From an optimization exercise on the open Yosys and OpenROAD flow, aimed at small area and a short achievable clock period; shortcuts taken in it are not production practice. Function was checked by simulation only, so behaviour that the tests miss may differ from the original.

File: flow/run.sh
#!/bin/bash
# synth_recipe.tcl (not shown) runs the flow's synth.tcl, then flattens the netlist and writes it again
# the make line also repeats each setting of config.mk as NAME=value (left out here)
make -C /OpenROAD-flow-scripts/flow DESIGN_CONFIG=/design/flow/config.mk WORK_HOME=/design/flow/orfs CLKGATE_MAP_FILE= SYNTH_SCRIPT=/design/flow/synth_recipe.tcl finish
File: flow/config.mk
export PLATFORM = sky130hd
export DESIGN_NAME = notch_filter
export DESIGN_NICKNAME = notch_filter
export VERILOG_FILES = /design/flow/design.v
export SDC_FILE = /design/flow/constraint.sdc
export NUM_CORES = 4
export LEC_CHECK = 0
export CAP_MARGIN = 20
export CORE_MARGIN = 2
export CORE_UTILIZATION = 40
export CTS_CLUSTER_DIAMETER = 100
export CTS_CLUSTER_SIZE = 30
export SLEW_MARGIN = 20
export SYNTH_HIERARCHICAL = 1
File: flow/constraint.sdc
create_clock -name core_clock -period 12.0 [get_ports {clk}]
set_input_delay 2.4000 -clock core_clock [delete_from_list [all_inputs] [get_ports {clk}]]
set_output_delay 2.4000 -clock core_clock [all_outputs]
set_load 0.01 [all_outputs]
File: flow/design.v
`timescale 1ns / 1ps
module nf_fa (input logic a, input logic b, input logic c, output logic s, output logic co);
    assign s = a ^ b ^ c;
    assign co = (a & b) | (a & c) | (b & c);
endmodule
module nf_ha (input logic a, input logic b, output logic s, output logic co);
    assign s = a ^ b;
    assign co = a & b;
endmodule
module nf_csa8 (input logic [7:0] a, input logic [7:0] b, input logic [7:0] c, output logic [15:0] y);
    for (genvar i = 0; i < 8; i++) begin : g
        nf_fa u (.a(a[i]), .b(b[i]), .c(c[i]), .s(y[i]), .co(y[8 + i]));
    end
endmodule
module nf_add8 (input logic [7:0] a, input logic [7:0] b, input logic cin, output logic [8:0] y);
    logic [8:0] c;
    assign c[0] = cin;
    for (genvar i = 0; i < 8; i++) begin : g
        nf_fa u (.a(a[i]), .b(b[i]), .c(c[i]), .s(y[i]), .co(c[i + 1]));
    end
    assign y[8] = c[8];
endmodule
module notch_filter #(
    parameter int DATA_WIDTH = 16
)(
    input  logic                    clk,
    input  logic                    rst_n,
    input  logic                    valid_i,
    input  logic signed [DATA_WIDTH-1:0] data_i,
    output logic                    valid_o,
    output logic signed [DATA_WIDTH-1:0] data_o
);
    logic [15:0] x;
    logic [31:0] s1, s2;
    logic [8:1] p;
    logic n80;
    logic n81;
    logic n82;
    logic n83;
    logic n84;
    logic n85;
    logic n86;
    logic n87;
    logic n88;
    logic n89;
    logic n90;
    logic n91;
    logic n92;
    logic n93;
    logic n94;
    logic n95;
    logic n96;
    logic n97;
    logic n98;
    logic n99;
    logic n100;
    logic n101;
    logic n102;
    logic n103;
    logic n104;
    logic n105;
    logic n106;
    logic n107;
    logic n108;
    logic n109;
    logic n110;
    logic n111;
    logic n112;
    logic n113;
    logic n114;
    logic n115;
    logic n116;
    logic n117;
    logic n118;
    logic n119;
    logic n120;
    logic n121;
    logic n122;
    logic n123;
    logic n124;
    logic n125;
    logic n126;
    logic n127;
    logic n128;
    logic n129;
    logic n130;
    logic n131;
    logic n132;
    logic n133;
    logic n134;
    logic n135;
    logic n136;
    logic n137;
    logic n138;
    logic n139;
    logic n140;
    logic n141;
    logic n142;
    logic n143;
    logic n144;
    logic n145;
    logic n146;
    logic n147;
    logic n148;
    logic n149;
    logic n150;
    logic n151;
    logic n152;
    logic n153;
    logic n154;
    logic n155;
    logic n156;
    logic n157;
    logic n158;
    logic n159;
    logic n160;
    logic n161;
    logic n162;
    logic n163;
    logic n164;
    logic n165;
    logic n166;
    logic n167;
    logic n168;
    logic n169;
    logic n170;
    logic n171;
    logic n172;
    logic n173;
    logic n174;
    logic n175;
    logic n176;
    logic n177;
    logic n178;
    logic n179;
    logic n180;
    logic n181;
    logic n182;
    logic n183;
    logic n184;
    logic n185;
    logic n186;
    logic n187;
    logic n188;
    logic n189;
    logic n190;
    logic n191;
    logic n192;
    logic n193;
    logic n194;
    logic n195;
    logic n196;
    logic n197;
    logic n198;
    logic n199;
    logic n200;
    logic n201;
    logic n208;
    logic n209;
    logic n210;
    logic n211;
    logic n212;
    logic n213;
    logic n214;
    logic n215;
    logic n216;
    logic n217;
    logic n218;
    logic n219;
    logic n220;
    logic n221;
    logic n222;
    logic n223;
    logic n224;
    logic n225;
    logic n226;
    logic n227;
    logic n228;
    logic n229;
    logic n230;
    logic n231;
    logic n232;
    logic n233;
    logic n234;
    logic n235;
    logic n236;
    logic n237;
    logic n238;
    logic n239;
    logic n240;
    logic n241;
    logic n242;
    logic n243;
    logic n244;
    logic n245;
    logic n246;
    logic n247;
    logic n248;
    logic n249;
    logic n250;
    logic n251;
    logic n252;
    logic n253;
    logic n254;
    logic n255;
    logic n256;
    logic n257;
    logic n258;
    logic n259;
    logic n260;
    logic n261;
    logic n262;
    logic n263;
    logic n266;
    logic n267;
    logic n268;
    logic n269;
    logic n270;
    logic n271;
    logic n272;
    logic n273;
    logic n274;
    logic n275;
    logic n276;
    logic n277;
    logic n278;
    logic n279;
    logic n280;
    logic n281;
    logic n282;
    logic n283;
    logic n284;
    logic n285;
    logic n286;
    logic n287;
    logic n288;
    logic n289;
    logic n290;
    logic n291;
    logic n292;
    logic n293;
    logic n294;
    logic n295;
    logic n296;
    logic n297;
    logic n298;
    logic n299;
    logic n300;
    logic n301;
    logic n302;
    logic n303;
    logic n304;
    logic n305;
    logic n306;
    logic n307;
    logic n308;
    logic n309;
    logic n310;
    logic n311;
    logic n312;
    logic n313;
    logic n314;
    logic n315;
    logic n316;
    logic n317;
    logic n318;
    logic n319;
    logic n320;
    logic n321;
    logic n322;
    logic n323;
    logic n324;
    logic n325;
    logic n326;
    logic n327;
    logic n328;
    logic n329;
    logic n348;
    logic n349;
    logic n350;
    logic n351;
    logic n352;
    logic n353;
    logic n354;
    logic n355;
    logic n356;
    logic n357;
    logic n358;
    logic n359;
    logic n360;
    logic n361;
    logic n362;
    logic n363;
    logic n364;
    logic n365;
    logic n366;
    logic n367;
    logic n368;
    logic n369;
    logic n370;
    logic n371;
    logic n372;
    logic n373;
    logic n374;
    logic n375;
    logic n376;
    logic n377;
    logic n378;
    logic n379;
    logic n380;
    logic n381;
    logic n382;
    logic n383;
    logic n384;
    logic n385;
    logic n412;
    logic n413;
    logic n414;
    logic n415;
    logic n416;
    logic n417;
    logic n418;
    logic n419;
    logic n420;
    logic n421;
    logic n422;
    logic n423;
    logic n424;
    logic n425;
    logic n426;
    logic n427;
    logic n428;
    logic n429;
    logic n430;
    logic n431;
    logic n432;
    logic n433;
    logic n434;
    logic n435;
    logic n436;
    logic n437;
    logic n438;
    logic n439;
    logic n440;
    logic n441;
    logic n442;
    logic n443;
    logic n444;
    logic n445;
    logic n446;
    logic n447;
    logic n448;
    logic n449;
    logic n450;
    logic n451;
    logic n452;
    logic n453;
    logic n454;
    logic n455;
    logic n456;
    logic n457;
    logic n458;
    logic n459;
    logic n460;
    logic n461;
    logic n462;
    logic n463;
    logic n464;
    logic n465;
    logic n466;
    logic n467;
    logic n468;
    logic n469;
    logic n470;
    logic n471;
    logic n472;
    logic n473;
    logic n474;
    logic n475;
    logic n476;
    logic n477;
    logic n478;
    logic n479;
    logic n480;
    logic n481;
    logic n482;
    logic n483;
    logic n484;
    logic n485;
    logic n486;
    logic n487;
    logic n488;
    logic n489;
    logic n490;
    logic n491;
    logic n492;
    logic n493;
    logic n494;
    logic n495;
    logic n496;
    logic n497;
    logic n498;
    logic n499;
    logic n500;
    logic n501;
    logic n502;
    logic n503;
    logic n504;
    logic n505;
    logic n506;
    logic n507;
    logic n508;
    logic n509;
    logic n510;
    logic n511;
    logic n512;
    logic n513;
    logic n514;
    logic n515;
    logic n516;
    logic n517;
    logic n518;
    logic n519;
    logic n520;
    logic n521;
    logic n522;
    logic n523;
    logic n524;
    logic n525;
    logic n526;
    logic n527;
    logic n528;
    logic n529;
    logic n530;
    logic n531;
    logic n532;
    logic n533;
    logic n534;
    logic n535;
    logic n536;
    logic n537;
    logic n538;
    logic n539;
    logic n540;
    logic n541;
    logic n542;
    logic n543;
    logic n544;
    logic n545;
    logic n546;
    logic n547;
    logic n548;
    logic n549;
    logic n550;
    logic n551;
    logic n552;
    logic n553;
    logic n554;
    logic n555;
    logic n556;
    logic n557;
    logic n558;
    logic n559;
    logic n560;
    logic n561;
    logic n562;
    logic n563;
    logic n564;
    logic n565;
    logic n566;
    logic n567;
    logic n568;
    logic n569;
    logic n570;
    logic n571;
    logic n572;
    logic n573;
    logic n574;
    logic n575;
    logic n576;
    logic n577;
    logic n578;
    logic n579;
    logic n580;
    logic n581;
    logic n582;
    logic n583;
    logic n584;
    logic n585;
    logic n586;
    logic n587;
    logic n588;
    logic n589;
    logic n590;
    logic n591;
    logic n592;
    logic n593;
    logic n594;
    logic n595;
    logic n596;
    logic n597;
    logic xs1;
    logic xs2;
    logic xs3;
    logic n88_d1;
    logic n90_d1;
    logic n92_d1;
    logic n94_d1;
    logic n96_d1;
    logic n98_d1;
    logic n100_d1;
    logic n101_d1;
    logic n108_d1;
    logic n109_d1;
    logic n120_d1;
    logic n121_d1;
    logic n140_d1;
    logic n141_d1;
    logic n145_d1;
    logic n162_d1;
    logic n163_d1;
    logic n180_d1;
    logic n182_d1;
    logic n183_d1;
    logic n200_d1;
    logic n220_d1;
    logic n222_d1;
    logic n223_d1;
    logic n240_d1;
    logic n241_d1;
    logic n260_d1;
    logic n261_d1;
    logic n283_d1;
    logic n302_d1;
    logic n303_d1;
    logic n322_d1;
    logic n323_d1;
    logic n348_d1;
    logic n350_d1;
    logic n352_d1;
    logic n353_d1;
    logic n364_d1;
    logic n366_d1;
    logic n368_d1;
    logic n370_d1;
    logic n372_d1;
    logic n373_d1;
    logic n380_d1;
    logic n382_d1;
    logic n384_d1;
    logic n384_d2;
    logic n412_d1;
    logic n412_d2;
    logic n413_d1;
    logic n414_d1;
    logic n416_d1;
    logic n418_d1;
    logic n420_d1;
    logic n422_d1;
    logic n424_d1;
    logic n426_d1;
    logic n428_d1;
    logic n430_d1;
    logic n431_d1;
    logic n440_d1;
    logic n442_d1;
    logic n444_d1;
    logic n446_d1;
    logic n447_d1;
    logic n448_d1;
    logic n450_d1;
    logic n452_d1;
    logic n454_d1;
    logic n456_d1;
    logic n457_d1;
    logic n458_d1;
    logic n460_d1;
    logic n462_d1;
    logic n464_d1;
    logic n466_d1;
    logic n468_d1;
    logic n470_d1;
    logic n472_d1;
    logic n474_d1;
    logic n476_d1;
    logic n477_d1;
    logic n478_d1;
    logic n480_d1;
    logic n482_d1;
    logic n484_d1;
    logic n485_d1;
    logic n486_d1;
    logic n487_d1;
    logic n504_d1;
    logic n505_d1;
    logic n524_d1;
    logic n525_d1;
    logic n535_d1;
    logic n549_d1;
    logic n566_d1;
    logic n567_d1;
    logic n586_d1;
    logic n587_d1;
    logic xd15_1;
    nf_ha u80 (.a(x[2]), .b(x[0]), .s(n80), .co(n81));
    nf_fa u82 (.a(x[3]), .b(x[1]), .c(n81), .s(n82), .co(n83));
    nf_fa u84 (.a(x[4]), .b(x[2]), .c(n83), .s(n84), .co(n85));
    nf_fa u86 (.a(x[5]), .b(x[3]), .c(n85), .s(n86), .co(n87));
    nf_fa u88 (.a(x[6]), .b(x[4]), .c(n87), .s(n88), .co(n89));
    nf_fa u90 (.a(x[7]), .b(x[5]), .c(n89), .s(n90), .co(n91));
    nf_fa u92 (.a(x[8]), .b(x[6]), .c(n91), .s(n92), .co(n93));
    nf_fa u94 (.a(x[9]), .b(x[7]), .c(n93), .s(n94), .co(n95));
    nf_fa u96 (.a(x[10]), .b(x[8]), .c(n95), .s(n96), .co(n97));
    nf_fa u98 (.a(x[11]), .b(x[9]), .c(n97), .s(n98), .co(n99));
    nf_fa u100 (.a(x[12]), .b(x[10]), .c(n99), .s(n100), .co(n101));
    nf_fa u102 (.a(x[13]), .b(x[11]), .c(n101_d1), .s(n102), .co(n103));
    nf_fa u104 (.a(x[14]), .b(x[12]), .c(n103), .s(n104), .co(n105));
    nf_fa u106 (.a(x[15]), .b(x[13]), .c(n105), .s(n106), .co(n107));
    nf_fa u108 (.a(x[15]), .b(x[14]), .c(n107), .s(n108), .co(n109));
    nf_ha u110 (.a(n86), .b(x[0]), .s(n110), .co(n111));
    nf_fa u112 (.a(n88), .b(x[1]), .c(n111), .s(n112), .co(n113));
    nf_fa u114 (.a(n90), .b(n80), .c(n113), .s(n114), .co(n115));
    nf_fa u116 (.a(n92), .b(n82), .c(n115), .s(n116), .co(n117));
    nf_fa u118 (.a(n94), .b(n84), .c(n117), .s(n118), .co(n119));
    nf_fa u120 (.a(n96), .b(n86), .c(n119), .s(n120), .co(n121));
    nf_fa u122 (.a(n98_d1), .b(n88_d1), .c(n121_d1), .s(n122), .co(n123));
    nf_fa u124 (.a(n100_d1), .b(n90_d1), .c(n123), .s(n124), .co(n125));
    nf_fa u126 (.a(n102), .b(n92_d1), .c(n125), .s(n126), .co(n127));
    nf_fa u128 (.a(n104), .b(n94_d1), .c(n127), .s(n128), .co(n129));
    nf_fa u130 (.a(n106), .b(n96_d1), .c(n129), .s(n130), .co(n131));
    nf_fa u132 (.a(n108), .b(n98_d1), .c(n131), .s(n132), .co(n133));
    nf_fa u134 (.a(n109), .b(n100_d1), .c(n133), .s(n134), .co(n135));
    nf_fa u136 (.a(x[15]), .b(n102), .c(n135), .s(n136), .co(n137));
    nf_fa u138 (.a(x[15]), .b(n104), .c(n137), .s(n138), .co(n139));
    nf_fa u140 (.a(x[15]), .b(n106), .c(n139), .s(n140), .co(n141));
    nf_fa u142 (.a(xs2), .b(n108_d1), .c(n141_d1), .s(n142), .co(n143));
    nf_fa u144 (.a(xs2), .b(n109_d1), .c(n143), .s(n144), .co(n145));
    nf_ha u146 (.a(~x[1]), .b(~x[0]), .s(n146), .co(n147));
    nf_ha u148 (.a(~n80), .b(n147), .s(n148), .co(n149));
    nf_ha u150 (.a(~n82), .b(n149), .s(n150), .co(n151));
    nf_ha u152 (.a(~n84), .b(n151), .s(n152), .co(n153));
    nf_ha u154 (.a(~n110), .b(n153), .s(n154), .co(n155));
    nf_ha u156 (.a(~n112), .b(n155), .s(n156), .co(n157));
    nf_ha u158 (.a(~n114), .b(n157), .s(n158), .co(n159));
    nf_ha u160 (.a(~n116), .b(n159), .s(n160), .co(n161));
    nf_ha u162 (.a(~n118), .b(n161), .s(n162), .co(n163));
    nf_ha u164 (.a(~n120_d1), .b(n163_d1), .s(n164), .co(n165));
    nf_ha u166 (.a(~n122), .b(n165), .s(n166), .co(n167));
    nf_fa u168 (.a(x[0]), .b(~n124), .c(n167), .s(n168), .co(n169));
    nf_fa u170 (.a(x[1]), .b(~n126), .c(n169), .s(n170), .co(n171));
    nf_fa u172 (.a(x[2]), .b(~n128), .c(n171), .s(n172), .co(n173));
    nf_fa u174 (.a(x[3]), .b(~n130), .c(n173), .s(n174), .co(n175));
    nf_fa u176 (.a(x[4]), .b(~n132), .c(n175), .s(n176), .co(n177));
    nf_fa u178 (.a(x[5]), .b(~n134), .c(n177), .s(n178), .co(n179));
    nf_fa u180 (.a(x[6]), .b(~n136), .c(n179), .s(n180), .co(n181));
    nf_fa u182 (.a(x[7]), .b(~n138), .c(n181), .s(n182), .co(n183));
    nf_fa u184 (.a(x[8]), .b(~n140_d1), .c(n183_d1), .s(n184), .co(n185));
    nf_fa u186 (.a(x[9]), .b(~n142), .c(n185), .s(n186), .co(n187));
    nf_fa u188 (.a(x[10]), .b(~n144), .c(n187), .s(n188), .co(n189));
    nf_fa u190 (.a(x[11]), .b(~n145), .c(n189), .s(n190), .co(n191));
    nf_fa u192 (.a(x[12]), .b(~n145), .c(n191), .s(n192), .co(n193));
    nf_fa u194 (.a(x[13]), .b(~n145), .c(n193), .s(n194), .co(n195));
    nf_fa u196 (.a(x[14]), .b(~n145), .c(n195), .s(n196), .co(n197));
    nf_fa u198 (.a(xs2), .b(~n145), .c(n197), .s(n198), .co(n199));
    nf_fa u200 (.a(xs1), .b(~n145), .c(n199), .s(n200), .co(n201));
    nf_fa u208 (.a(x[3]), .b(n146), .c(n81), .s(n208), .co(n209));
    nf_fa u210 (.a(x[4]), .b(n148), .c(n209), .s(n210), .co(n211));
    nf_fa u212 (.a(x[5]), .b(n150), .c(n211), .s(n212), .co(n213));
    nf_fa u214 (.a(x[6]), .b(n152), .c(n213), .s(n214), .co(n215));
    nf_fa u216 (.a(x[7]), .b(n154), .c(n215), .s(n216), .co(n217));
    nf_fa u218 (.a(x[8]), .b(n156), .c(n217), .s(n218), .co(n219));
    nf_fa u220 (.a(x[9]), .b(n158), .c(n219), .s(n220), .co(n221));
    nf_fa u222 (.a(x[10]), .b(n160), .c(n221), .s(n222), .co(n223));
    nf_fa u224 (.a(x[11]), .b(n162_d1), .c(n223_d1), .s(n224), .co(n225));
    nf_fa u226 (.a(x[12]), .b(n164), .c(n225), .s(n226), .co(n227));
    nf_fa u228 (.a(x[13]), .b(n166), .c(n227), .s(n228), .co(n229));
    nf_fa u230 (.a(x[14]), .b(n168), .c(n229), .s(n230), .co(n231));
    nf_fa u232 (.a(x[15]), .b(n170), .c(n231), .s(n232), .co(n233));
    nf_fa u234 (.a(x[15]), .b(n172), .c(n233), .s(n234), .co(n235));
    nf_fa u236 (.a(x[15]), .b(n174), .c(n235), .s(n236), .co(n237));
    nf_fa u238 (.a(x[15]), .b(n176), .c(n237), .s(n238), .co(n239));
    nf_fa u240 (.a(x[15]), .b(n178), .c(n239), .s(n240), .co(n241));
    nf_fa u242 (.a(xs2), .b(n180_d1), .c(n241_d1), .s(n242), .co(n243));
    nf_fa u244 (.a(xs2), .b(n182_d1), .c(n243), .s(n244), .co(n245));
    nf_fa u246 (.a(xs2), .b(n184), .c(n245), .s(n246), .co(n247));
    nf_fa u248 (.a(xs1), .b(n186), .c(n247), .s(n248), .co(n249));
    nf_fa u250 (.a(x[15]), .b(n188), .c(n249), .s(n250), .co(n251));
    nf_fa u252 (.a(xs2), .b(n190), .c(n251), .s(n252), .co(n253));
    nf_fa u254 (.a(xs1), .b(n192), .c(n253), .s(n254), .co(n255));
    nf_fa u256 (.a(x[15]), .b(n194), .c(n255), .s(n256), .co(n257));
    nf_fa u258 (.a(xs2), .b(n196), .c(n257), .s(n258), .co(n259));
    nf_fa u260 (.a(xs1), .b(n198), .c(n259), .s(n260), .co(n261));
    nf_fa u262 (.a(xs3), .b(n200_d1), .c(n261_d1), .s(n262), .co(n263));
    nf_ha u266 (.a(s1[0]), .b(x[0]), .s(n266), .co(n267));
    nf_fa u268 (.a(s1[1]), .b(x[1]), .c(n267), .s(n268), .co(n269));
    nf_fa u270 (.a(s1[2]), .b(n80), .c(n269), .s(n270), .co(n271));
    nf_fa u272 (.a(s1[3]), .b(n208), .c(n271), .s(n272), .co(n273));
    nf_fa u274 (.a(s1[4]), .b(n210), .c(n273), .s(n274), .co(n275));
    nf_fa u276 (.a(s1[5]), .b(n212), .c(n275), .s(n276), .co(n277));
    nf_fa u278 (.a(s1[6]), .b(n214), .c(n277), .s(n278), .co(n279));
    nf_fa u280 (.a(s1[7]), .b(n216), .c(n279), .s(n280), .co(n281));
    nf_fa u282 (.a(s1[8]), .b(n218), .c(n281), .s(n282), .co(n283));
    nf_fa u284 (.a(s1[9]), .b(n220_d1), .c(n283_d1), .s(n284), .co(n285));
    nf_fa u286 (.a(s1[10]), .b(n222_d1), .c(n285), .s(n286), .co(n287));
    nf_fa u288 (.a(s1[11]), .b(n224), .c(n287), .s(n288), .co(n289));
    nf_fa u290 (.a(s1[12]), .b(n226), .c(n289), .s(n290), .co(n291));
    nf_fa u292 (.a(s1[13]), .b(n228), .c(n291), .s(n292), .co(n293));
    nf_fa u294 (.a(s1[14]), .b(n230), .c(n293), .s(n294), .co(n295));
    nf_fa u296 (.a(s1[15]), .b(n232), .c(n295), .s(n296), .co(n297));
    nf_fa u298 (.a(s1[16]), .b(n234), .c(n297), .s(n298), .co(n299));
    nf_fa u300 (.a(s1[17]), .b(n236), .c(n299), .s(n300), .co(n301));
    nf_fa u302 (.a(s1[18]), .b(n238), .c(n301), .s(n302), .co(n303));
    nf_fa u304 (.a(s1[19]), .b(n240_d1), .c(n303_d1), .s(n304), .co(n305));
    nf_fa u306 (.a(s1[20]), .b(n242), .c(n305), .s(n306), .co(n307));
    nf_fa u308 (.a(s1[21]), .b(n244), .c(n307), .s(n308), .co(n309));
    nf_fa u310 (.a(s1[22]), .b(n246), .c(n309), .s(n310), .co(n311));
    nf_fa u312 (.a(s1[23]), .b(n248), .c(n311), .s(n312), .co(n313));
    nf_fa u314 (.a(s1[24]), .b(n250), .c(n313), .s(n314), .co(n315));
    nf_fa u316 (.a(s1[25]), .b(n252), .c(n315), .s(n316), .co(n317));
    nf_fa u318 (.a(s1[26]), .b(n254), .c(n317), .s(n318), .co(n319));
    nf_fa u320 (.a(s1[27]), .b(n256), .c(n319), .s(n320), .co(n321));
    nf_fa u322 (.a(s1[28]), .b(n258), .c(n321), .s(n322), .co(n323));
    nf_fa u324 (.a(s1[29]), .b(n260_d1), .c(n323_d1), .s(n324), .co(n325));
    nf_fa u326 (.a(s1[30]), .b(n262), .c(n325), .s(n326), .co(n327));
    nf_fa u328 (.a(s1[31]), .b(n262), .c(n327), .s(n328), .co(n329));
    nf_ha u348 (.a(~x[0]), .b(n294), .s(n348), .co(n349));
    nf_fa u350 (.a(~x[1]), .b(n296), .c(n349), .s(n350), .co(n351));
    nf_fa u352 (.a(~x[2]), .b(n298), .c(n351), .s(n352), .co(n353));
    nf_fa u354 (.a(x[3]), .b(s1[17]), .c(~n353_d1), .s(n354), .co(n355));
    nf_fa u356 (.a(x[4]), .b(~n302_d1), .c(n355), .s(n356), .co(n357));
    nf_fa u358 (.a(x[5]), .b(~n304), .c(n357), .s(n358), .co(n359));
    nf_fa u360 (.a(x[6]), .b(~n306), .c(n359), .s(n360), .co(n361));
    nf_fa u362 (.a(x[7]), .b(~n308), .c(n361), .s(n362), .co(n363));
    nf_fa u364 (.a(x[8]), .b(~n310), .c(n363), .s(n364), .co(n365));
    nf_fa u366 (.a(x[9]), .b(~n312), .c(n365), .s(n366), .co(n367));
    nf_fa u368 (.a(x[10]), .b(~n314), .c(n367), .s(n368), .co(n369));
    nf_fa u370 (.a(x[11]), .b(~n316), .c(n369), .s(n370), .co(n371));
    nf_fa u372 (.a(x[12]), .b(~n318), .c(n371), .s(n372), .co(n373));
    nf_fa u374 (.a(x[13]), .b(s1[27]), .c(n373_d1), .s(n374), .co(n375));
    nf_fa u376 (.a(x[14]), .b(~n322_d1), .c(n375), .s(n376), .co(n377));
    nf_fa u378 (.a(xs3), .b(~n324), .c(n377), .s(n378), .co(n379));
    nf_fa u380 (.a(xs3), .b(~n326), .c(n379), .s(n380), .co(n381));
    nf_fa u382 (.a(xs3), .b(~n328), .c(n381), .s(n382), .co(n383));
    nf_fa u384 (.a(xs3), .b(~n328), .c(n383), .s(n384), .co(n385));
    nf_ha u412 (.a(~n350), .b(~n348), .s(n412), .co(n413));
    nf_fa u414 (.a(n352_d1), .b(n350_d1), .c(~n413_d1), .s(n414), .co(n415));
    nf_fa u416 (.a(~n354), .b(n352_d1), .c(n415), .s(n416), .co(n417));
    nf_fa u418 (.a(n356), .b(n354), .c(~n417), .s(n418), .co(n419));
    nf_fa u420 (.a(n358), .b(n356), .c(n419), .s(n420), .co(n421));
    nf_fa u422 (.a(n360), .b(n358), .c(n421), .s(n422), .co(n423));
    nf_fa u424 (.a(n362), .b(n360), .c(n423), .s(n424), .co(n425));
    nf_fa u426 (.a(n364), .b(n362), .c(n425), .s(n426), .co(n427));
    nf_fa u428 (.a(n366), .b(n364), .c(n427), .s(n428), .co(n429));
    nf_fa u430 (.a(n368), .b(n366), .c(n429), .s(n430), .co(n431));
    nf_fa u432 (.a(n370_d1), .b(n368_d1), .c(n431_d1), .s(n432), .co(n433));
    nf_fa u434 (.a(n372_d1), .b(n370_d1), .c(n433), .s(n434), .co(n435));
    nf_fa u436 (.a(n374), .b(n372_d1), .c(n435), .s(n436), .co(n437));
    nf_fa u438 (.a(n376), .b(n374), .c(n437), .s(n438), .co(n439));
    nf_fa u440 (.a(n378), .b(n376), .c(n439), .s(n440), .co(n441));
    nf_fa u442 (.a(n380), .b(n378), .c(n441), .s(n442), .co(n443));
    nf_fa u444 (.a(n382), .b(n380), .c(n443), .s(n444), .co(n445));
    nf_fa u446 (.a(n384), .b(n382), .c(n445), .s(n446), .co(n447));
    nf_ha u448 (.a(n420), .b(~n348_d1), .s(n448), .co(n449));
    nf_fa u450 (.a(n422), .b(n412_d1), .c(n449), .s(n450), .co(n451));
    nf_fa u452 (.a(n424), .b(~n414), .c(n451), .s(n452), .co(n453));
    nf_fa u454 (.a(n426), .b(~n416), .c(n453), .s(n454), .co(n455));
    nf_fa u456 (.a(n428), .b(n418), .c(n455), .s(n456), .co(n457));
    nf_fa u458 (.a(n430_d1), .b(n420_d1), .c(n457_d1), .s(n458), .co(n459));
    nf_fa u460 (.a(n432), .b(n422_d1), .c(n459), .s(n460), .co(n461));
    nf_fa u462 (.a(n434), .b(n424_d1), .c(n461), .s(n462), .co(n463));
    nf_fa u464 (.a(n436), .b(n426_d1), .c(n463), .s(n464), .co(n465));
    nf_fa u466 (.a(n438), .b(n428_d1), .c(n465), .s(n466), .co(n467));
    nf_fa u468 (.a(n440), .b(n430_d1), .c(n467), .s(n468), .co(n469));
    nf_fa u470 (.a(n442), .b(n432), .c(n469), .s(n470), .co(n471));
    nf_fa u472 (.a(n444), .b(n434), .c(n471), .s(n472), .co(n473));
    nf_fa u474 (.a(n446), .b(n436), .c(n473), .s(n474), .co(n475));
    nf_fa u476 (.a(n447), .b(n438), .c(n475), .s(n476), .co(n477));
    nf_fa u478 (.a(n447_d1), .b(n440_d1), .c(n477_d1), .s(n478), .co(n479));
    nf_fa u480 (.a(n447_d1), .b(n442_d1), .c(n479), .s(n480), .co(n481));
    nf_fa u482 (.a(n447_d1), .b(n444_d1), .c(n481), .s(n482), .co(n483));
    nf_fa u484 (.a(n447_d1), .b(n446_d1), .c(n483), .s(n484), .co(n485));
    nf_ha u486 (.a(n454), .b(~n348_d1), .s(n486), .co(n487));
    nf_fa u488 (.a(n456_d1), .b(n412_d2), .c(n487_d1), .s(n488), .co(n489));
    nf_fa u490 (.a(n458), .b(~n414_d1), .c(n489), .s(n490), .co(n491));
    nf_fa u492 (.a(n460), .b(~n416_d1), .c(n491), .s(n492), .co(n493));
    nf_fa u494 (.a(n462), .b(n418_d1), .c(n493), .s(n494), .co(n495));
    nf_fa u496 (.a(n464), .b(n448_d1), .c(n495), .s(n496), .co(n497));
    nf_fa u498 (.a(n466), .b(n450_d1), .c(n497), .s(n498), .co(n499));
    nf_fa u500 (.a(n468), .b(n452_d1), .c(n499), .s(n500), .co(n501));
    nf_fa u502 (.a(n470), .b(n454_d1), .c(n501), .s(n502), .co(n503));
    nf_fa u504 (.a(n472), .b(n456_d1), .c(n503), .s(n504), .co(n505));
    nf_fa u506 (.a(n474_d1), .b(n458_d1), .c(n505_d1), .s(n506), .co(n507));
    nf_fa u508 (.a(n476_d1), .b(n460_d1), .c(n507), .s(n508), .co(n509));
    nf_fa u510 (.a(n478), .b(n462_d1), .c(n509), .s(n510), .co(n511));
    nf_fa u512 (.a(n480), .b(n464_d1), .c(n511), .s(n512), .co(n513));
    nf_fa u514 (.a(n482), .b(n466_d1), .c(n513), .s(n514), .co(n515));
    nf_fa u516 (.a(n484), .b(n468_d1), .c(n515), .s(n516), .co(n517));
    nf_fa u518 (.a(n485), .b(n470_d1), .c(n517), .s(n518), .co(n519));
    nf_fa u520 (.a(n485), .b(n472_d1), .c(n519), .s(n520), .co(n521));
    nf_fa u522 (.a(n485), .b(n474_d1), .c(n521), .s(n522), .co(n523));
    nf_fa u524 (.a(n485), .b(n476_d1), .c(n523), .s(n524), .co(n525));
    nf_fa u526 (.a(n485_d1), .b(n478_d1), .c(n525_d1), .s(n526), .co(n527));
    nf_fa u528 (.a(n485_d1), .b(n480_d1), .c(n527), .s(n528), .co(n529));
    nf_fa u530 (.a(n485_d1), .b(n482_d1), .c(n529), .s(n530), .co(n531));
    nf_fa u532 (.a(n485_d1), .b(n484_d1), .c(n531), .s(n532), .co(n533));
    nf_ha u534 (.a(~n348), .b(s2[0]), .s(n534), .co(n535));
    nf_fa u536 (.a(n412_d1), .b(s2[1]), .c(n535_d1), .s(n536), .co(n537));
    nf_fa u538 (.a(~n414), .b(s2[2]), .c(n537), .s(n538), .co(n539));
    nf_fa u540 (.a(~n416), .b(s2[3]), .c(n539), .s(n540), .co(n541));
    nf_fa u542 (.a(n418), .b(s2[4]), .c(n541), .s(n542), .co(n543));
    nf_fa u544 (.a(n448), .b(s2[5]), .c(n543), .s(n544), .co(n545));
    nf_fa u546 (.a(n450), .b(s2[6]), .c(n545), .s(n546), .co(n547));
    nf_fa u548 (.a(n452), .b(s2[7]), .c(n547), .s(n548), .co(n549));
    nf_fa u550 (.a(n486_d1), .b(s2[8]), .c(n549_d1), .s(n550), .co(n551));
    nf_fa u552 (.a(n488), .b(s2[9]), .c(n551), .s(n552), .co(n553));
    nf_fa u554 (.a(n490), .b(s2[10]), .c(n553), .s(n554), .co(n555));
    nf_fa u556 (.a(n492), .b(s2[11]), .c(n555), .s(n556), .co(n557));
    nf_fa u558 (.a(n494), .b(s2[12]), .c(n557), .s(n558), .co(n559));
    nf_fa u560 (.a(n496), .b(s2[13]), .c(n559), .s(n560), .co(n561));
    nf_fa u562 (.a(n498), .b(s2[14]), .c(n561), .s(n562), .co(n563));
    nf_fa u564 (.a(n500), .b(s2[15]), .c(n563), .s(n564), .co(n565));
    nf_fa u566 (.a(n502), .b(s2[16]), .c(n565), .s(n566), .co(n567));
    nf_fa u568 (.a(n504_d1), .b(s2[17]), .c(n567_d1), .s(n568), .co(n569));
    nf_fa u570 (.a(n506), .b(s2[18]), .c(n569), .s(n570), .co(n571));
    nf_fa u572 (.a(n508), .b(s2[19]), .c(n571), .s(n572), .co(n573));
    nf_fa u574 (.a(n510), .b(s2[20]), .c(n573), .s(n574), .co(n575));
    nf_fa u576 (.a(n512), .b(s2[21]), .c(n575), .s(n576), .co(n577));
    nf_fa u578 (.a(n514), .b(s2[22]), .c(n577), .s(n578), .co(n579));
    nf_fa u580 (.a(n516), .b(s2[23]), .c(n579), .s(n580), .co(n581));
    nf_fa u582 (.a(n518), .b(s2[24]), .c(n581), .s(n582), .co(n583));
    nf_fa u584 (.a(n520), .b(s2[25]), .c(n583), .s(n584), .co(n585));
    nf_fa u586 (.a(n522), .b(s2[26]), .c(n585), .s(n586), .co(n587));
    nf_fa u588 (.a(n524_d1), .b(s2[27]), .c(n587_d1), .s(n588), .co(n589));
    nf_fa u590 (.a(n526), .b(s2[28]), .c(n589), .s(n590), .co(n591));
    nf_fa u592 (.a(n528), .b(s2[29]), .c(n591), .s(n592), .co(n593));
    nf_fa u594 (.a(n530), .b(s2[30]), .c(n593), .s(n594), .co(n595));
    nf_fa u596 (.a(n532), .b(s2[31]), .c(n595), .s(n596), .co(n597));
    always_ff @(posedge clk) begin
        xs1 <= x[15];
        xs2 <= xs1;
        xs3 <= xs2;
        n88_d1 <= n88;
        n90_d1 <= n90;
        n92_d1 <= n92;
        n94_d1 <= n94;
        n96_d1 <= n96;
        n98_d1 <= n98;
        n100_d1 <= n100;
        n101_d1 <= n101;
        n108_d1 <= n108;
        n109_d1 <= n109;
        n120_d1 <= n120;
        n121_d1 <= n121;
        n140_d1 <= n140;
        n141_d1 <= n141;
        n145_d1 <= n145;
        n162_d1 <= n162;
        n163_d1 <= n163;
        n180_d1 <= n180;
        n182_d1 <= n182;
        n183_d1 <= n183;
        n200_d1 <= n200;
        n220_d1 <= n220;
        n222_d1 <= n222;
        n223_d1 <= n223;
        n240_d1 <= n240;
        n241_d1 <= n241;
        n260_d1 <= n260;
        n261_d1 <= n261;
        n283_d1 <= n283;
        n302_d1 <= n302;
        n303_d1 <= n303;
        n322_d1 <= n322;
        n323_d1 <= n323;
        n348_d1 <= n348;
        n350_d1 <= n350;
        n352_d1 <= n352;
        n353_d1 <= n353;
        n364_d1 <= n364;
        n366_d1 <= n366;
        n368_d1 <= n368;
        n370_d1 <= n370;
        n372_d1 <= n372;
        n373_d1 <= n373;
        n380_d1 <= n380;
        n382_d1 <= n382;
        n384_d1 <= n384;
        n384_d2 <= n384_d1;
        n412_d1 <= n412;
        n412_d2 <= n412_d1;
        n413_d1 <= n413;
        n414_d1 <= n414;
        n416_d1 <= n416;
        n418_d1 <= n418;
        n420_d1 <= n420;
        n422_d1 <= n422;
        n424_d1 <= n424;
        n426_d1 <= n426;
        n428_d1 <= n428;
        n430_d1 <= n430;
        n431_d1 <= n431;
        n440_d1 <= n440;
        n442_d1 <= n442;
        n444_d1 <= n444;
        n446_d1 <= n446;
        n447_d1 <= n447;
        n448_d1 <= n448;
        n450_d1 <= n450;
        n452_d1 <= n452;
        n454_d1 <= n454;
        n456_d1 <= n456;
        n457_d1 <= n457;
        n458_d1 <= n458;
        n460_d1 <= n460;
        n462_d1 <= n462;
        n464_d1 <= n464;
        n466_d1 <= n466;
        n468_d1 <= n468;
        n470_d1 <= n470;
        n472_d1 <= n472;
        n474_d1 <= n474;
        n476_d1 <= n476;
        n477_d1 <= n477;
        n478_d1 <= n478;
        n480_d1 <= n480;
        n482_d1 <= n482;
        n484_d1 <= n484;
        n485_d1 <= n485;
        n486_d1 <= n486;
        n487_d1 <= n487;
        n504_d1 <= n504;
        n505_d1 <= n505;
        n524_d1 <= n524;
        n525_d1 <= n525;
        n535_d1 <= n535;
        n549_d1 <= n549;
        n566_d1 <= n566;
        n567_d1 <= n567;
        n586_d1 <= n586;
        n587_d1 <= n587;
        xd15_1 <= x[15];
        if (valid_i) x <= data_i;
    end
    always_ff @(posedge clk or negedge rst_n) begin
        if (!rst_n) begin
            p  <= '0;
            s1 <= '0;
            s2 <= '0;
        end else begin
            p <= {p[7:1], valid_i};
            if (p[2]) s1[0] <= n534;
            if (p[3]) s1[1] <= n536;
            if (p[3]) s1[2] <= n538;
            if (p[3]) s1[3] <= n540;
            if (p[3]) s1[4] <= n542;
            if (p[3]) s1[5] <= n544;
            if (p[3]) s1[6] <= n546;
            if (p[3]) s1[7] <= n548;
            if (p[4]) s1[8] <= n550;
            if (p[4]) s1[9] <= n552;
            if (p[4]) s1[10] <= n554;
            if (p[4]) s1[11] <= n556;
            if (p[4]) s1[12] <= n558;
            if (p[4]) s1[13] <= n560;
            if (p[2]) s1[14] <= ~n294;
            if (p[4]) s1[14] <= n562;
            if (p[2]) s1[15] <= ~n296;
            if (p[4]) s1[15] <= n564;
            if (p[2]) s1[16] <= ~n298;
            if (p[5]) s1[16] <= n566_d1;
            if (p[2]) s1[17] <= ~n300;
            if (p[5]) s1[17] <= n568;
            if (p[3]) s1[18] <= ~n302_d1;
            if (p[5]) s1[18] <= n570;
            if (p[3]) s1[19] <= ~n304;
            if (p[5]) s1[19] <= n572;
            if (p[3]) s1[20] <= ~n306;
            if (p[5]) s1[20] <= n574;
            if (p[3]) s1[21] <= ~n308;
            if (p[5]) s1[21] <= n576;
            if (p[3]) s1[22] <= ~n310;
            if (p[5]) s1[22] <= n578;
            if (p[3]) s1[23] <= ~n312;
            if (p[5]) s1[23] <= n580;
            if (p[3]) s1[24] <= ~n314;
            if (p[5]) s1[24] <= n582;
            if (p[3]) s1[25] <= ~n316;
            if (p[5]) s1[25] <= n584;
            if (p[3]) s1[26] <= ~n318;
            if (p[6]) s1[26] <= n586_d1;
            if (p[3]) s1[27] <= ~n320;
            if (p[6]) s1[27] <= n588;
            if (p[4]) s1[28] <= ~n322_d1;
            if (p[6]) s1[28] <= n590;
            if (p[4]) s1[29] <= ~n324;
            if (p[6]) s1[29] <= n592;
            if (p[4]) s1[30] <= ~n326;
            if (p[6]) s1[30] <= n594;
            if (p[4]) s1[31] <= ~n328;
            if (p[6]) s1[31] <= n596;
            if (p[5]) s2[7:0] <= ds_s2;
            if (p[6]) s2[15:8] <= ds_s2;
            if (p[7]) s2[23:16] <= ds_s2;
            if (p[8]) s2[31:24] <= ds_s2;
        end
    end
    logic [15:0] ds_xq1;
    logic [15:0] ds_xq2;
    logic [15:0] ds_xq3;
    logic [7:0] ds_x, ds_q, ds_d, ds_e, ds_e5, ds_e165, ds_t2, ds_s2;
    logic [7:0] ds_rd, ds_rd1, ds_rd2, ds_rd3, ds_re, ds_re165, ds_dr, ds_qr;
    logic [1:0] ds_eh, ds_e165h;
    logic [6:0] ds_e5h;
    logic [7:0] ds_re5, ds_v, ds_w;
    logic [15:0] ds_cs;
    logic ds_ca1, ds_ca2, ds_cb1, ds_cb2, ds_cc1, ds_cc2;
    logic [8:0] ds_sa1, ds_sa2, ds_sb1, ds_sb2, ds_sc1, ds_sc2;
    nf_add8 u_ds_sa2 (.a(ds_dr), .b(ds_qr), .cin(ds_ca2), .y(ds_sa2));
    assign ds_e = ds_sa2[7:0];
    nf_add8 u_ds_sb1 (.a(ds_e), .b({ds_e[5:0], ds_eh}), .cin(ds_cb1), .y(ds_sb1));
    assign ds_e5 = ds_sb1[7:0];
    nf_add8 u_ds_sc1 (.a(ds_e), .b({ds_rd1[1:0], ds_rd2[7:2]}), .cin(ds_cc1), .y(ds_sc1));
    assign ds_t2 = ds_sc1[7:0];
    assign ds_v = ~{ds_re5[5:0], ds_e5h[6:5]};
    assign ds_w = ~{ds_re5[0], ds_e5h};
    nf_csa8 u_ds_cs (.a(ds_re), .b(ds_v), .c(ds_w), .y(ds_cs));
    nf_add8 u_ds_sc2 (.a(ds_cs[7:0]), .b({ds_cs[14:8], ds_cb2}), .cin(ds_cc2), .y(ds_sc2));
    assign ds_s2 = ds_sc2[7:0];
    always_ff @(posedge clk) begin
        ds_dr <= p[3] ? {n362, n360, n358, n356, n354, ~n352_d1, ~n350_d1, ~n348_d1} : p[4] ? {n378, n376, n374, n372_d1, n370_d1, n368_d1, n366_d1, n364_d1} : p[5] ? {n384_d1, n384_d1, n384_d1, n384_d1, n384_d1, n384_d1, n382_d1, n380_d1} : {n384_d2, n384_d2, n384_d2, n384_d2, n384_d2, n384_d2, n384_d2, n384_d2};
        ds_qr <= p[3] ? {~n308, ~n306, ~n304, ~n302_d1, s1[17], s1[16], s1[15], s1[14]} : p[4] ? {~n324, ~n322_d1, s1[27], s1[26], s1[25], s1[24], s1[23], s1[22]} : p[5] ? {s1[31], s1[31], s1[31], s1[31], s1[31], s1[31], s1[31], s1[30]} : {s1[31], s1[31], s1[31], s1[31], s1[31], s1[31], s1[31], s1[31]};
        ds_ca2 <= p[3] | ds_sa2[8];
        ds_cb1 <= ~p[3] & ds_sb1[8];
        ds_cc1 <= ~p[3] & ds_sc1[8];
        ds_eh <= p[3] ? 2'b0 : ds_e[7:6];
        ds_rd1 <= p[3] ? 8'b0 : ds_dr;
        ds_rd2 <= (p[3] | p[4]) ? 8'b0 : ds_rd1;
        ds_re <= ds_t2;
        ds_re5 <= ds_e5;
        ds_cb2 <= p[4] | ds_cs[15];
        ds_cc2 <= p[4] | ds_sc2[8];
        ds_e5h <= p[4] ? 7'b0 : ds_re5[7:1];
    end
    assign valid_o = p[4];
    assign data_o[0] = ~s1[14];
    assign data_o[1] = ~s1[15];
    assign data_o[2] = ~s1[16];
    assign data_o[3] = ~s1[17];
    assign data_o[4] = ~s1[18];
    assign data_o[5] = ~s1[19];
    assign data_o[6] = ~s1[20];
    assign data_o[7] = ~s1[21];
    assign data_o[8] = ~s1[22];
    assign data_o[9] = ~s1[23];
    assign data_o[10] = ~s1[24];
    assign data_o[11] = ~s1[25];
    assign data_o[12] = ~s1[26];
    assign data_o[13] = ~s1[27];
    assign data_o[14] = n322_d1;
    assign data_o[15] = n324;
endmodule
==> results.ini, run 1 <==
[setup_path]
cp_max_fo=9
r2r-start=xs2
critical_path.cell_chain=fa_1, fa_1, fa_1, fa_1, fa_1, fa_1, fa_1, fa_1, fa_1, fa_1
cp_slowest_stage_delay_ns=0.73
crit_path_end_kind=flip-flop
r2r_cells=10
startpoint=xs2
critPathMostFrequentCell=fa_1
startpoint_type=flip-flop
reg2reg_setup_slack_ns=7.04
path_class=reg2reg
path_buf_inv=0
critical_path.top_delay_family=adder cells
crit_required_ns=12.39
rr_endpoint=n322_d1
critical_path_depth=10
slowest_stage=dfxtp_1
crit_end=n322_d1
crit_arrival_ns=5.35

[job]
cap_violations=0

[clock_network]
cts.clk_slew.worst_paths_ns=0.11
cts.sinks=249
h-tree-depth=1
cts_setup_buffers=0
post_cts_resized=0
hold_buffers=0
cts_tree=built
cts_root_buf=clkbuf_16
numCtsBuffers=12
cts_buffer_depth=3
clock_latency_ns=0.50

[synth]
synth.area.top_cells=fa_1 (40%), dfxtp_1 (26%), dfrtp_1 (14%)
synth_seq_cells=249
synth_most_common_cell=fa_1
ys.flop_type=dfxtp_1
avgSynthCellArea_um2=15.7
synth-edff-count=16
yosysSeqAreaShare=0.437
synthTopCellsByCount=fa_1 (254), dfxtp_1 (161), inv_1 (76)
yosysWarnings=7
netlist_area_mm2=0.0126
synth_cells=802
syn-num-nets=1094
synth_top_area_cell=fa_1
postSynth.asyncResetShare=0.289
synth_top_area_share=0.403
synth_cell_types=35

[sta]
finalHoldViolations=0
worst_slew_pin_slew_ns=0.910
skew_ns=0.0318
tns_ns=0
fin_crit_sh=0.414
worst_hold_slack_ns=0.366
slew_violations=0
timing.fmax_mhz=201
rsz0062_at_grt=false
max_slew_margin=0.394
setup_viol=0
post-route-min-period_ns=4.96

[drt]
via_per_inst=4.66
wl_um=24700
drt_iter0_drc=380
drc=0
vias=5775
drt_pass1_iterations=5
drt-wirelength-per-cell_um=19.9
detail-route-antenna-nets=0

[status]
status=timing/DRC/antenna clean

[global_route]
antenna_found_initial=4
grt_pass1_vias=6535
grt_first_pass_wirelength_um=39800
grt_max_degree=73
grt_overflow=0
track_usage=0.162

[floorplanning]
pin_count=36
rows=65
die_area_mm2=0.0330
initial_utilization=0.403
core_region_area_mm2=0.0313
die_h_um=182
die_w_um=182

[cells_and_area]
fin_nets=1123
drive_gt1_frac=0.108
area_growth_pct=8.65
diodes=0
postLayoutCellArea_mm2=0.0137
fillers=2783

[place]
dpl.hpwl_um=19900
port_buffers=35
post_dp_cell_area_mm2=0.0133
place_congestion=0.787

[hold_path]
hp-class=reg2reg

## through the flow
step	cells	utilization	setup slack [ns]
2_1_floorplan	802	-	7.24
3_3_place_gp	1218	0.425	7.09
3_5_place_dp	1218	0.425	6.99
4_1_cts	1238	0.437	6.99
5_1_grt	1239	0.437	6.82
6_report	1239	0.437	7.04
## state kept, by name, indices dropped and copies added, names as in the netlist, 2 cells and up
register and flops:
s1 32, s2 32, x 16, ds_dr 8, ds_qr 8, ds_rd1 8, ds_re5 8, ds_re 8
p 8, ds_e5h 7, ds_rd2 6, ds_eh 2
## how the worst min path moves through the flow
stage | from | end | slack [ns] | cells after the start
global placement | p[1] | p[2] | 0.33 | 0
floorplan | n384_d1 | n384_d2 | 0.33 | 0
CTS | n384_d1 | n384_d2 | 0.37 | 0
detailed placement | p[1] | p[2] | 0.35 | 0
finish | n384_d1 | n384_d2 | 0.37 | 0
global route | n384_d1 | n384_d2 | 0.38 | 0
## per-module statistics from Yosys (local to each module, per instance), a selection
module / cells inside / cell area, um^2 / times used / flops+latches
notch_filter: 525 / 7250 / 1 / 249
nf_fa: 1 / 20.0 / 254 / 0
nf_ha: 1 / 12.5 / 19 / 0
nf_add8: 1 / 7.51 / 4 / 0
## worst reg2reg max path, cell delays in order, from the launching register on
cell	delay [ns]
dfxtp_1	0.73
fa_1	0.53
fa_1	0.43
fa_1	0.39
fa_1	0.39
fa_1	0.39
fa_1	0.40
fa_1	0.39
fa_1	0.39
fa_1	0.39
fa_1	0.43
## per-layer routing
| layer | track usage | up-vias | part of all wire |
|---|---|---|---|
| li1 | - | 2539 | - |
| met3 | 0.0217 | 25 | 0.036 |
| met1 | 0.242 | 3107 | 0.47 |
| met2 | 0.255 | 104 | 0.47 |
| met5 | 0 | - | 0 |
| met4 | 0.0380 | 0 | 0.022 |
## cell type report
type,instances,area [um^2],share of cell area
clock buffers,17,340,0.0248
clock inverters,3,28.8,0.00210
inverters,77,289,0.0211
multi-input cells,451,6630,0.484
flip-flops and latches,249,5510,0.402
well taps,402,503,0.0367
repair buffers,40,398,0.0290
## cells in the final DEF (no fill, tap or decap)
master and instances:
dfxtp_1 161, a21o_1 1, a211oi_2 3, and2_1 6
o21a_1 1, a21oi_2 3, o221a_2 5, buf_4 5
nor2_1 9, a211oi_1 3, fa_1 254, nand3_2 1
mux2_2 46, clkdlybuf4s50_1 34, mux2i_1 6, buf_12 1
o21ai_0 29, o22ai_1 2, nor2b_2 1, ha_1 19
nor2_2 1, nor2b_1 14, dfrtp_1 71, a221oi_2 3
nand2_1 34, inv_2 1, or2_1 1, a21oi_1 4
clkbuf_16 13, or2_2 2, inv_8 1, inv_1 76
dfrtp_2 1, clkinv_4 2, clkbuf_1 4, nand2b_1 2
and2_4 1, edfxtp_1 16
## cells by family (layout without fill, tap and decap cells)
group                    count (synthesis)  in the layout  synth area share
adder cells (fa/ha/maj)                273            273             0.422
flip-flops                             249            249             0.437
buffers and inverters                  102            137            0.0372
AND/OR/NAND/NOR                         72             72            0.0279
AO/OA/AOI/OAI                           54             54            0.0302
multiplexers                            52             52            0.0459
==> inputs of run 2 (changes only) <==
--- a/flow/config.mk
+++ b/flow/config.mk
@@ -11,3 +11,3 @@
 export CTS_CLUSTER_DIAMETER = 100
-export CTS_CLUSTER_SIZE = 30
+export CTS_CLUSTER_SIZE = 32
 export SLEW_MARGIN = 20
==> results.ini, run 2 <==
[status]
status=timing/DRC/antenna clean  ; unchanged

[floorplanning]
die_w_um=182  ; unchanged
die_h_um=182  ; unchanged
die_area_mm2=0.0330  ; unchanged
rows=65  ; unchanged
pin_count=36  ; unchanged
core_region_area_mm2=0.0313  ; unchanged
initial_utilization=0.403  ; unchanged

[sta]
rsz0062_at_grt=false  ; unchanged
finalHoldViolations=0  ; unchanged
skew_ns=0.0244  ; was 0.0318 ns
fin_crit_sh=0.414  ; about the same
setup_viol=0  ; unchanged
timing.fmax_mhz=201  ; about the same
post-route-min-period_ns=4.96  ; about the same
worst_slew_pin_slew_ns=0.942  ; was 0.910 ns
tns_ns=0  ; unchanged
max_slew_margin=0.372  ; was 0.394
worst_hold_slack_ns=0.368  ; was 0.366 ns
slew_violations=0  ; unchanged

[setup_path]
startpoint_type=flip-flop  ; unchanged
r2r_cells=10  ; unchanged
startpoint=xs2  ; unchanged
crit_end=n322_d1  ; unchanged
path_class=reg2reg  ; unchanged
cp_max_fo=9  ; unchanged
crit_path_end_kind=flip-flop  ; unchanged
critical_path_depth=10  ; unchanged
crit_arrival_ns=5.32  ; was 5.35 ns
critPathMostFrequentCell=fa_1  ; unchanged
rr_endpoint=n322_d1  ; unchanged
cp_slowest_stage_delay_ns=0.73  ; about the same
critical_path.top_delay_family=adder cells  ; unchanged
r2r-start=xs2  ; unchanged
critical_path.cell_chain=fa_1, fa_1, fa_1, fa_1, fa_1, fa_1, fa_1, fa_1, fa_1, fa_1  ; unchanged
reg2reg_setup_slack_ns=7.04  ; about the same
slowest_stage=dfxtp_1  ; unchanged
path_buf_inv=0  ; unchanged
crit_required_ns=12.36  ; was 12.39 ns

[global_route]
grt_first_pass_wirelength_um=39500  ; was 39,800 um
antenna_found_initial=4  ; unchanged
grt_max_degree=73  ; unchanged
grt_overflow=0  ; unchanged
grt_pass1_vias=6523  ; was 6,535
track_usage=0.161  ; was 0.162

[cells_and_area]
final_cell_mix=fa_1 (254), dfxtp_1 (161), inv_1 (76)  ; unchanged
drive_gt1_frac=0.109  ; was 0.108
fin_nets=1123  ; unchanged
area_growth_pct=8.75  ; was 8.65%
reg_top3=s1 x32, s2 x32, x x16  ; unchanged
diodes=0  ; unchanged
layout_commonest_cell=fa_1  ; unchanged
finalNonFillerCells=1239  ; unchanged
register_area_mm2=0.00551  ; unchanged
fillers=2775  ; was 2,783
multiInputGateArea_mm2=0.00663  ; unchanged

[drt]
wl_met1_um=11900  ; was 11,700 um
met2_wirelength_um=11500  ; was 11,600 um
routed.top_layer=met4  ; unchanged
drt-wirelength-per-cell_um=19.9  ; about the same
drt_pass1_iterations=4  ; was 5
vias=5779  ; was 5,775
wl_met3_um=623  ; was 901 um
drt_iter0_drc=358  ; was 380
drc=0  ; unchanged
via_per_inst=4.66  ; about the same
wl_um=24600  ; was 24,700 um
detail-route-antenna-nets=0  ; unchanged

[job]
cap_violations=0  ; unchanged

[clock_network]
numCtsBuffers=12  ; unchanged
cts_buffer_depth=3  ; unchanged
cts_tree=built  ; unchanged
cts_setup_buffers=0  ; unchanged
hold_buffers=0  ; unchanged
clock_latency_ns=0.50  ; about the same
cts.clk_slew.worst_paths_ns=0.12  ; was 0.11 ns
cts.sinks=249  ; unchanged
post_cts_resized=0  ; unchanged
cts_root_buf=clkbuf_16  ; unchanged
h-tree-depth=1  ; unchanged

[synth]
yosysSeqAreaShare=0.437  ; unchanged
synth_top_family_by_area=adder cells  ; unchanged
synth_cells=802  ; unchanged
synth_cell_types=35  ; unchanged
synth_compound_area_frac=0.0302  ; unchanged
synth_seq_cells=249  ; unchanged
synth_fa_ha_area_frac=0.422  ; unchanged
synthSimpleGateAreaFrac=0.0279  ; unchanged
yosys.area_share.xor_xnor=0  ; unchanged
yosysWarnings=7  ; unchanged
synth_top_area_cell=fa_1  ; unchanged
ys.flop_type=dfxtp_1  ; unchanged
synth_top_area_share=0.403  ; unchanged
synth_most_common_cell=fa_1  ; unchanged
syn-num-nets=1094  ; unchanged
synth.area.top_cells=fa_1 (40%), dfxtp_1 (26%), dfrtp_1 (14%)  ; unchanged
synthTopCellsByCount=fa_1 (254), dfxtp_1 (161), inv_1 (76)  ; unchanged
postSynth.asyncResetShare=0.289  ; unchanged
netlist_area_mm2=0.0126  ; unchanged
synth-edff-count=16  ; unchanged
avgSynthCellArea_um2=15.7  ; unchanged
synth_mux_area_frac=0.0459  ; unchanged

[place]
port_buffers=35  ; unchanged
dp.cells=1218  ; unchanged
place_congestion=0.787  ; unchanged
dpl.hpwl_um=19900  ; unchanged

[hold_path]
hp-class=reg2reg  ; unchanged

[run 2: changes by cell type in the layout (fill, tap and decap cells not counted)]
| cell | change |
|---|---|
| clkinv_4 | -2 |
| clkbuf_1 | -1 |
| clkinvlp_4 | +1 |
| inv_16 | +1 |
| inv_4 | +1 |
[run 2: stage by stage]
step,worst slack (ns),cell area (um^2),util
6_report,7.04,13700,0.438
5_1_grt,6.83,13700,0.438
4_1_cts,6.99,13700,0.437
3_5_place_dp,6.99,13300,0.425
3_3_place_gp,7.09,13300,0.425
2_1_floorplan,7.24,12600,-
[run 2: layer usage]
layer | GRT usage | vias up
met4 | 0.0377 | 0
met2 | 0.252 | 74
met5 | 0 | -
met3 | 0.0197 | 24
met1 | 0.242 | 3138
li1 | - | 2543
[run 2: kinds of logic (layout without fill, tap and decap cells)]
group | Yosys count | in the layout
compound gates | 54 | 54
fa+ha+maj | 273 | 273
buf+inv | 102 | 137
flops | 249 | 249
mux | 52 | 52
simple gates | 72 | 72
[run 2: layout make-up]
cell class                 instances  share of cell area
clock buffer                      16              0.0245
clock inverter                     4             0.00329
inverter                          77              0.0211
multi-input combinational        451               0.484
sequential                       249               0.402
tap                              402              0.0367
timing repair buffer              40              0.0290
[run 2: Yosys stat by module (local to each module, per instance), excerpt]
module / flops+latches / cells / times used / area, um^2
notch_filter: 249 / 525 / 1 / 7250
nf_fa: 0 / 1 / 254 / 20.0
nf_ha: 0 / 1 / 19 / 12.5
nf_add8: 0 / 1 / 4 / 7.51
[run 2: worst min path at each step]
stage               endpoint    start  cells after the start
CTS                  n384_d2  n384_d1                      0
global placement        p[2]     p[1]                      0
global route         n384_d2  n384_d1                      0
detailed placement      p[2]     p[1]                      0
floorplan            n384_d2  n384_d1                      0
finish               n384_d2  n384_d1                      0

-- afterwards: timing with drivers on the ports --
In the flow no input, the clock included, has a driving cell. The finished layouts below were timed again as built, in two steps.
Step 1 sets driving cells, clkbuf_16 on the clock port and buf_2 on the other inputs (assumed; they add their load-dependent delay and slew).
Step 2 times the ports against the registers' clock, not the clock port: input delays grow and output delays shrink by t, the midpoint of the rising clock arrivals with the driver on.
Three values: no drivers, after step 1, after step 2; two values: the first two.
| run | t, ns | setup slack, ns | clock arrival spread, ns | worst register clock-pin slew, ns |
|---|---|---|---|---|
| run 1 | 0.538 | 7.037 / 7.037 / 7.037 | 0.033 / 0.033 | 0.12 / 0.12 |
| run 2 | 0.532 | 7.036 / 7.036 / 7.036 | 0.025 / 0.025 | 0.12 / 0.12 |
After both steps every run listed still meets setup and hold.
